Context: an optimization exercise on an open-source flow, tuned for small area and a short achievable clock period. The choices shown serve that exercise and are no tape-out recipe. Function was checked by simulation only, so behaviour that the tests miss may differ from the original. No activity file was given, so power comes from the tool's default toggle rates.

==> flow/design.v (excerpt) <==
module MIPS (
    input  [31:0] instr, ReadData,
    input         CLK_MIPS, reset_MIPS,
    output [31:0] ALUResult_MIPS, PC_MIPS,
    output [31:0] WriteData_MIPS,
    output        MemWrite_MIPS
);
    wire [6:0] op = instr[6:0];
    wire [2:0] f3 = instr[14:12];
    wire RegWrite, MemWrite, ALUSrc, ResultSrc, Sub, IsAlu, Halt, Branch;
    Control_unit U1 (
        .OP(op), .funct3(f3), .funct7(instr[30]),
        .RegWrite(RegWrite), .MemWrite(MemWrite), .ALUSrc(ALUSrc),
        .ResultSrc(ResultSrc), .Sub(Sub), .IsAlu(IsAlu),
        .Halt(Halt), .Branch(Branch)
    );
    wire [31:0] RD1, RD2, ALUResult, Sum;
    wire [31:0] Result = ResultSrc ? ReadData : ALUResult;
    Register_file U2 (
        .A1(instr[19:15]), .A2(instr[24:20]), .A3(instr[11:7]),
        .WD3(Result), .CLK(CLK_MIPS), .WE3(RegWrite), .reset(reset_MIPS),
        .RD1(RD1), .RD2(RD2)
    );
    wire [31:0] ImmIS = {{20{instr[31]}}, instr[31:25],
                         op[5] ? instr[11:7] : instr[24:20]};
    wire [31:0] SrcB = ALUSrc ? ImmIS : RD2;
    ALU U3 (
        .SrcA(RD1), .SrcB(SrcB), .Sub(Sub), .IsAlu(IsAlu), .Funct3(f3),
        .ALUResult(ALUResult), .Sum(Sum)
    );
    wire Zero = ~|Sum;
    reg PCSrc;
    always @(*) begin
        case (f3)
            3'b000:  PCSrc = Branch & Zero;
            3'b001:  PCSrc = Branch & ~Zero;
            3'b100:  PCSrc = Branch & Sum[31];
            default: PCSrc = 1'b0;
        endcase
    end
    wire [31:0] ImmB = {{20{instr[31]}}, instr[7], instr[30:25], instr[11:8], 1'b0};
    PC_Register U4 (
        .clk(CLK_MIPS), .areset(reset_MIPS), .load(~Halt),
        .PCSrc(PCSrc), .ImmB(ImmB), .PC(PC_MIPS)
    );
    assign ALUResult_MIPS = ALUResult;
    assign WriteData_MIPS = RD2;
    assign MemWrite_MIPS  = MemWrite;
endmodule
export LEC_CHECK = 0
export CAP_MARGIN = 20
export CORE_MARGIN = 2
export CORE_UTILIZATION = 35
export PLACE_DENSITY = 0.55
export SETUP_SLACK_MARGIN = 5
export SLEW_MARGIN = 20
create_clock -name core_clock -period 17.0 [get_ports {CLK_MIPS}]
standard.sh (not shown) runs the stock make flow with config.mk's settings and CLKGATE_MAP_FILE= SYNTH_SCRIPT=/design/flow/synth_recipe.tcl, a recipe that flattens the netlist after the stock synthesis.
==> flow/flow/run.sh <==
#!/bin/bash
# Own flow: the standard layout (standard.sh), with these make settings
# given after the standard flow's own so that they take precedence:
#  - synthesis: no full/half-adder cells (ADDER_MAP_FILE empty), so that abc
#    sees the adders' timing, and abc's mapping script replaced by
#    flow/abc_speed.script (delay-targeted map with area recovery). The flow
#    scripts are copied unchanged apart from that one abc script.
#  - port buffers are buf_2 (the default pick is a delay cell), and the
#    resizer may change a cell's footprint, so it can size them up
#  - CTS without dummy loads, with clkbuf_16 clusters of up to 32 sinks
#    within 60 um
#  - setup margin 5.5 ns for the resizer's timing repair, which works on
#    the worst path only (TNS_END_PERCENT 0)
#  - global placement without the routability mode
set -euo pipefail
cd "$(dirname "$0")/.."
W=$(pwd)
rm -rf "$W/scripts_mod"
cp -r "$FLOW_HOME/scripts" "$W/scripts_mod"
cp "$W/flow/abc_speed.script" "$W/scripts_mod/abc_speed.script"
bash standard.sh \
  "SCRIPTS_DIR=$W/scripts_mod" \
  "ADDER_MAP_FILE=" \
  "BUFFER_PORTS_ARGS=-buffer_cell sky130_fd_sc_hd__buf_2" \
  "MATCH_CELL_FOOTPRINT=0" \
  "SETUP_SLACK_MARGIN=5.5" \
  "TNS_END_PERCENT=0" \
  "GPL_ROUTABILITY_DRIVEN=0" \
  "CTS_ARGS=-sink_clustering_enable -repair_clock_nets -dont_use_dummy_load -buf_list sky130_fd_sc_hd__clkbuf_16 -sink_clustering_size 32 -sink_clustering_max_diameter 60" \
  finish > flow_standard.log 2>&1
==> flow/flow/abc_speed.script <==
strash
dch -f
map -D 3500
topo
stime -c
buffer -c
upsize -c -D 3500
dnsize -c -D 3500
The starting point finished with timing, DRC and antenna clean.
Change:
--- a/flow/flow/run.sh
+++ b/flow/flow/run.sh
@@ -11,5 +11,3 @@
 #    within 60 um
-#  - setup margin 5.5 ns for the resizer's timing repair, which works on
-#    the worst path only (TNS_END_PERCENT 0)
-#  - global placement without the routability mode
+#  - setup margin 5.75 ns for the resizer's timing repair
 set -euo pipefail
@@ -25,5 +23,3 @@
   "MATCH_CELL_FOOTPRINT=0" \
-  "SETUP_SLACK_MARGIN=5.5" \
-  "TNS_END_PERCENT=0" \
-  "GPL_ROUTABILITY_DRIVEN=0" \
+  "SETUP_SLACK_MARGIN=5.75" \
   "CTS_ARGS=-sink_clustering_enable -repair_clock_nets -dont_use_dummy_load -buf_list sky130_fd_sc_hd__clkbuf_16 -sink_clustering_size 32 -sink_clustering_max_diameter 60" \
=> The new run finished with timing, DRC and antenna clean; worst setup slack improved by 240 ps; fmax is higher by about 2.1%; clock-buffer cell count grows by 6; non-clock buffer count grows by 132; design area rose by about 5%; sequential share of layout area goes down by 2.5 points; first-iteration DRC count climbs by about 11%.
Change:
--- a/flow/flow/run.sh
+++ b/flow/flow/run.sh
@@ -11,3 +11,4 @@
 #    within 60 um
-#  - setup margin 5.75 ns for the resizer's timing repair
+#  - setup margin 5.25 ns for the resizer's timing repair, which works on
+#    the worst path only (TNS_END_PERCENT 0)
 set -euo pipefail
@@ -23,3 +24,4 @@
   "MATCH_CELL_FOOTPRINT=0" \
-  "SETUP_SLACK_MARGIN=5.75" \
+  "SETUP_SLACK_MARGIN=5.25" \
+  "TNS_END_PERCENT=0" \
   "CTS_ARGS=-sink_clustering_enable -repair_clock_nets -dont_use_dummy_load -buf_list sky130_fd_sc_hd__clkbuf_16 -sink_clustering_size 32 -sink_clustering_max_diameter 60" \
What happened:
- The new run completed without violations
- total power falls by 2.9%
- flip-flop and latch count stays the same
- hold slack barely changes
- design area falls by 5.1%
- routed wire length falls by 4.3%
- register-to-register slack degrades by 270 ps
Change:
--- a/flow/flow/run.sh
+++ b/flow/flow/run.sh
@@ -11,4 +11,3 @@
 #    within 60 um
-#  - setup margin 5.25 ns for the resizer's timing repair, which works on
-#    the worst path only (TNS_END_PERCENT 0)
+#  - setup margin 5.5 ns for the resizer's timing repair
 set -euo pipefail
@@ -24,4 +23,3 @@
   "MATCH_CELL_FOOTPRINT=0" \
-  "SETUP_SLACK_MARGIN=5.25" \
-  "TNS_END_PERCENT=0" \
+  "SETUP_SLACK_MARGIN=5.5" \
   "CTS_ARGS=-sink_clustering_enable -repair_clock_nets -dont_use_dummy_load -buf_list sky130_fd_sc_hd__clkbuf_16 -sink_clustering_size 32 -sink_clustering_max_diameter 60" \
Effect:
- cell area rose by about 1.5%
- sequential share of layout area fell by 0.77 points
- die area is unchanged
- register-to-register slack improves by 60 ps
- critical path depth fell by 2
- setup slack improves by 320 ps
- wire length stays flat
- fmax rose by about 2.8%

-- what the ideal ports hide --
In the flow no input, the clock included, has a driving cell. The finished layouts below were timed again as built, in two steps. Step 1 sets driving cells, clkbuf_16 on the clock port and buf_2 on the other inputs (assumed; they add their load-dependent delay and slew). Step 2 times the ports against the registers' clock, not the clock port: input delays grow and output delays shrink by t, the midpoint of the rising clock arrivals with the driver on. Slacks: ideal / step 1 / step 2; pairs: ideal / step 1.
| run | t, ns | setup slack, ns | worst setup path at the end | worst register clock-pin slew, ns |
|---|---|---|---|---|
| the first run | 0.775 | 5.382 / 5.333 / 5.333 | input to output | 0.11 / 0.11 |
| the second run | 0.775 | 5.626 / 5.582 / 5.582 | input to output | 0.10 / 0.10 |
| the third run | 0.775 | 5.180 / 5.128 / 5.128 | input to output | 0.10 / 0.10 |
| the fourth run | 0.769 | 5.499 / 5.442 / 5.442 | input to output | 0.10 / 0.10 |
After both steps setup and hold are still met in every run listed. For the fourth run, which loses most, drivers alone change the setup slack by -0.057 ns; drivers and shift together by -0.057 ns.
